Source: an optimization exercise on an open RTL-to-GDS flow (aim: small area). Production flows keep margins and buffers that such runs may drop.
Function was checked by simulation only, so behaviour that the tests miss may differ from the original.
Power figures rest on the tool's default switching activity, not on a simulated workload.

## ALU
module ALU(input [7:0] a, b, input [3:0] oper, input clk,
           output reg [7:0] msb, lsb);
    wire [7:0] pp [0:7];
    wire [7:0] s  [0:7];    
    wire [6:0] c  [0:7];    
    wire [15:0] prod;
    genvar i, j, k;
    generate
        for (i = 0; i < 8; i = i + 1) begin : ppg
            assign pp[i] = a & {8{b[i]}};
        end
        assign s[0] = pp[0];
        assign c[0] = 7'h00;
        for (i = 1; i < 8; i = i + 1) begin : mrow
            for (j = 0; j < 7; j = j + 1) begin : mcl
                wire x = pp[i][j];
                wire y = s[i-1][j+1];
                wire z = c[i-1][j];
                assign s[i][j] = x ^ y ^ z;
                assign c[i][j] = (x & y) | (x & z) | (y & z);
            end
            assign s[i][7] = pp[i][7];
        end
        for (i = 0; i < 8; i = i + 1) begin : plo
            assign prod[i] = s[i][0];
        end
    endgenerate
    wire [7:0] fc;
    assign fc[0] = 1'b0;
    generate
        for (j = 0; j < 7; j = j + 1) begin : fadd
            wire x = s[7][j+1];
            wire y = c[7][j];
            assign prod[8+j] = x ^ y ^ fc[j];
            assign fc[j+1] = (x & y) | (x & fc[j]) | (y & fc[j]);
        end
    endgenerate
    assign prod[15] = fc[7];
    wire isdiv = (oper == 4'h3) | (oper == 4'h4);
    wire add   = (oper == 4'h0);
    wire gt    = (oper == 4'hE);
    wire [7:0] q;
    wire co;
    generate
        for (k = 7; k >= 0; k = k - 1) begin : row
            localparam integer W = 8 - k;
            wire [W-1:0] x;
            wire [W-1:0] bb;
            wire [W:0]   cc;
            wire [W-1:0] r;
            wire         qq;
  ...
Size: roughly 37 I/O pins, ~3600 um^2 of cells after synthesis.
clock: 12.5 ns
lec_check: 0
cap_margin: 0
core_margin: 2
core_utilization: 40
cts_buf_list: sky130_fd_sc_hd__clkbuf_8
gpl_timing_driven: 0
setup_slack_margin: -1.1
slew_margin: 0
standard.sh (not shown) runs the stock make flow with config.mk's settings and CLKGATE_MAP_FILE= SYNTH_SCRIPT=/design/flow/synth_recipe.tcl, a recipe that flattens the netlist after the stock synthesis.
==> flow/flow/run.sh <==
#!/bin/bash
# Own flow: the standard synthesis (kept for reference), then the
# hand-built netlist in flow/net.v (same registers, same names) in its place,
# then the standard layout from floorplan to finish. Port buffers are
# buf_1 cells.
set -euo pipefail
R=orfs/results/$FLOW_PLATFORM/ALU/base
bash standard.sh synth > std_synth.log 2>&1
cp $R/1_2_yosys.v std_1_2_yosys.v
cp flow/net.v $R/1_2_yosys.v
touch $R/1_2_yosys.v
bash standard.sh "BUFFER_PORTS_ARGS=-buffer_cell sky130_fd_sc_hd__buf_2" finish > layout.log 2>&1
Other scripts of this flow, unchanged in this note and not shown: flow/flow/net.v
The first run finished clean.
Edit:
--- a/flow/config.mk
+++ b/flow/config.mk
@@ -11 +11 @@
-export CTS_BUF_LIST = sky130_fd_sc_hd__clkbuf_8
+export CTS_BUF_LIST = sky130_fd_sc_hd__clkbuf_4
After rerunning: The changed run went through all stages and came out clean. Via count barely changes. Global-route usage does not change. Hold slack degrades by 0.032 ns. Count of clock-buffer cells in the layout does not change. Die area stays the same. Wire length goes up by 0.49%. Worst setup slack improves by 0.082 ns. Combinational power stays flat.

* * *

build 63:
ALU again, from the RTL that the note above started with.
clock: 12.5 ns
lec_check: 0
cap_margin: 0
core_margin: 2
core_utilization: 40
cts_buf_list: sky130_fd_sc_hd__clkbuf_4
setup_slack_margin: -0.5
slew_margin: 0
Scripts as last shown in full above: flow/flow/run.sh
Other scripts of this flow, unchanged in this note and not shown: flow/flow/net.v
The final layout from build 63, which completed every stage, passed the timing, DRC and antenna checks at the end of the flow.
Modified inputs, build 32 compared to build 63
# build 63
export LEC_CHECK = 0
export CAP_MARGIN = 0
export CORE_MARGIN = 2
export CORE_UTILIZATION = 40
export CTS_BUF_LIST = sky130_fd_sc_hd__clkbuf_4
export SETUP_SLACK_MARGIN = -0.5
export SLEW_MARGIN = 0
create_clock -name core_clock -period 12.5 [get_ports {clk}]
# build 32
export LEC_CHECK = 0
export CAP_MARGIN = 0
export CORE_MARGIN = 2
export CORE_UTILIZATION = 40
export CTS_BUF_LIST = sky130_fd_sc_hd__clkbuf_4
export GPL_TIMING_DRIVEN = 0
export SETUP_SLACK_MARGIN = -0.5
export SLEW_MARGIN = 0
create_clock -name core_clock -period 12.5 [get_ports {clk}]
-- flow/flow/run.sh --
<<< build 63, line 10
cp flow/net.v $R/1_2_yosys.v
touch $R/1_2_yosys.v
bash standard.sh "BUFFER_PORTS_ARGS=-buffer_cell sky130_fd_sc_hd__buf_2" finish > layout.log 2>&1
>>> build 32, line 10
cp flow/net.v $R/1_2_yosys.v
touch $R/1_2_yosys.v
bash standard.sh "BUFFER_PORTS_ARGS=-buffer_cell sky130_fd_sc_hd__buf_1" finish > layout.log 2>&1
Notes after the runs:
Looking at the reports, build 32 completed the entire flow and the layout it produced met the timing, DRC and antenna checks.
Setup slack up 120 ps in build 32 wrt build 63
Looking at build 63 and build 32, the combinational share of power is a wash.
Compared with build 63, build 32 shows a lower total number of vias.
Relative to build 63, area growth from synthesis to final layout decreased by 2.7 points in build 32.
> inputs changed (build 32 -> build 2)
# build 32
export LEC_CHECK = 0
export CAP_MARGIN = 0
export CORE_MARGIN = 2
export CORE_UTILIZATION = 40
export CTS_BUF_LIST = sky130_fd_sc_hd__clkbuf_4
export GPL_TIMING_DRIVEN = 0
export SETUP_SLACK_MARGIN = -0.5
export SLEW_MARGIN = 0
create_clock -name core_clock -period 12.5 [get_ports {clk}]
# build 2
export LEC_CHECK = 0
export CAP_MARGIN = 0
export CORE_MARGIN = 2
export CORE_UTILIZATION = 65
export CTS_BUF_LIST = sky130_fd_sc_hd__clkbuf_4
export GPL_TIMING_DRIVEN = 0
export SETUP_SLACK_MARGIN = -0.5
export SLEW_MARGIN = 0
create_clock -name core_clock -period 12.5 [get_ports {clk}]
-- flow/flow/run.sh --
<<< build 32, line 10
cp flow/net.v $R/1_2_yosys.v
touch $R/1_2_yosys.v
bash standard.sh "BUFFER_PORTS_ARGS=-buffer_cell sky130_fd_sc_hd__buf_1" finish > layout.log 2>&1
>>> build 2, line 10
cp flow/net.v $R/1_2_yosys.v
touch $R/1_2_yosys.v
bash standard.sh "BUFFER_PORTS_ARGS=-buffer_cell sky130_fd_sc_hd__buf_2" finish > layout.log 2>&1
## What came out
- | ratio of cells with drive above 1 in the final layout | build 2 vs build 32 | 6.2 points higher |
- Against build 32, average wire length per cell after detail routing in build 2 fell by a few percent.
- Comparing build 32 and build 2, the lower worst hold slack was measured on build 2.

* * *

Starting RTL as in the previous note.
==> flow/design.v (excerpt) <==
module ALU(input [7:0] a, b, input [3:0] oper, input clk,
           output reg [7:0] msb, lsb);
    wire [7:0] pp [0:7];
    wire [7:0] s  [0:7];    
    wire [6:0] c  [0:7];    
    wire [15:0] prod;
    genvar i, j, k;
    generate
        for (i = 0; i < 8; i = i + 1) begin : ppg
            assign pp[i] = a & {8{b[i]}};
        end
        assign s[0] = pp[0];
        assign c[0] = 7'h00;
        for (i = 1; i < 8; i = i + 1) begin : mrow
            for (j = 0; j < 7; j = j + 1) begin : mcl
                wire x = pp[i][j];
                wire y = s[i-1][j+1];
                wire z = c[i-1][j];
                assign s[i][j] = x ^ y ^ z;
                assign c[i][j] = (x & y) | (x & z) | (y & z);
            end
            assign s[i][7] = pp[i][7];
        end
        for (i = 0; i < 8; i = i + 1) begin : plo
            assign prod[i] = s[i][0];
        end
    endgenerate
    wire [7:0] fc;
    assign fc[0] = 1'b0;
    generate
        for (j = 0; j < 7; j = j + 1) begin : fadd
            wire x = s[7][j+1];
            wire y = c[7][j];
            assign prod[8+j] = x ^ y ^ fc[j];
            assign fc[j+1] = (x & y) | (x & fc[j]) | (y & fc[j]);
        end
    endgenerate
    assign prod[15] = fc[7];
    wire isdiv = (oper == 4'h3) | (oper == 4'h4);
    wire add   = (oper == 4'h0);
    wire gt    = (oper == 4'hE);
    wire [7:0] q;
  ...
Settings: LEC_CHECK=0, CAP_MARGIN=0, CORE_MARGIN=2, CORE_UTILIZATION=40, SETUP_SLACK_MARGIN=-0.5, SLEW_MARGIN=0; clock period 12.5 ns.
==> flow/flow/run.sh <==
#!/bin/bash
# Own flow: the standard synthesis (kept for reference), then the
# hand-built netlist in flow/net.v (same registers, same names) in its place,
# then the standard layout from floorplan to finish. Port buffers are
# buf_1 cells.
set -euo pipefail
R=orfs/results/$FLOW_PLATFORM/ALU/base
bash standard.sh synth > std_synth.log 2>&1
cp $R/1_2_yosys.v std_1_2_yosys.v
cp flow/net.v $R/1_2_yosys.v
touch $R/1_2_yosys.v
bash standard.sh "BUFFER_PORTS_ARGS=-buffer_cell sky130_fd_sc_hd__buf_2" finish > layout.log 2>&1
Other scripts of this flow, unchanged in this note and not shown: flow/flow/net.v
The baseline completed without violations.
Then changed:
- CTS_BUF_LIST: not set -> sky130_fd_sc_hd__clkbuf_4
- GPL_TIMING_DRIVEN: not set -> 0
Effect:
- setup slack improves by 100 ps
- combinational power hardly moves
- wire length decreases by a few percent
- global-route usage shrinks by 0.99 points
- hold slack is worse by 13 ps
- final area goes down by a few percent

-- what the ideal ports hide --
In the flow no input, the clock included, has a driving cell. The finished layouts below were timed again as built, in two steps. Step 1 sets driving cells, clkbuf_16 on the clock port and buf_2 on the other inputs (assumed; they add their load-dependent delay and slew). Step 2 also shifts input and output timing later by t, the mid clock arrival at the registers, as if the neighbouring blocks saw the same clock. Three values: ideal ports, drivers, drivers and shift; two values: the first two.
run | t, ns | setup WS [ns] | clock arrival spread, ns
the first run of note 1 | 0.271 | 0.454 / 0.460 / 0.189 | 0.001 / 0.002
the second run of note 1 | 0.307 | 0.536 / 0.540 / 0.233 | 0.004 / 0.004
build 63 | 0.319 | 0.558 / 0.561 / 0.242 | 0.002 / 0.002
build 32 | 0.305 | 0.676 / 0.681 / 0.376 | 0.004 / 0.005
build 2 | 0.285 | 0.728 / 0.729 / 0.444 | 0.001 / 0.002
the first run of note 3 | 0.279 | 0.572 / 0.577 / 0.298 | 0.002 / 0.002
the second run of note 3 | 0.309 | 0.676 / 0.681 / 0.372 | 0.006 / 0.006
After both steps setup and hold are still met in every run listed. For build 63, which loses most, drivers alone change the setup slack by +0.003 ns; drivers and shift together by -0.316 ns.
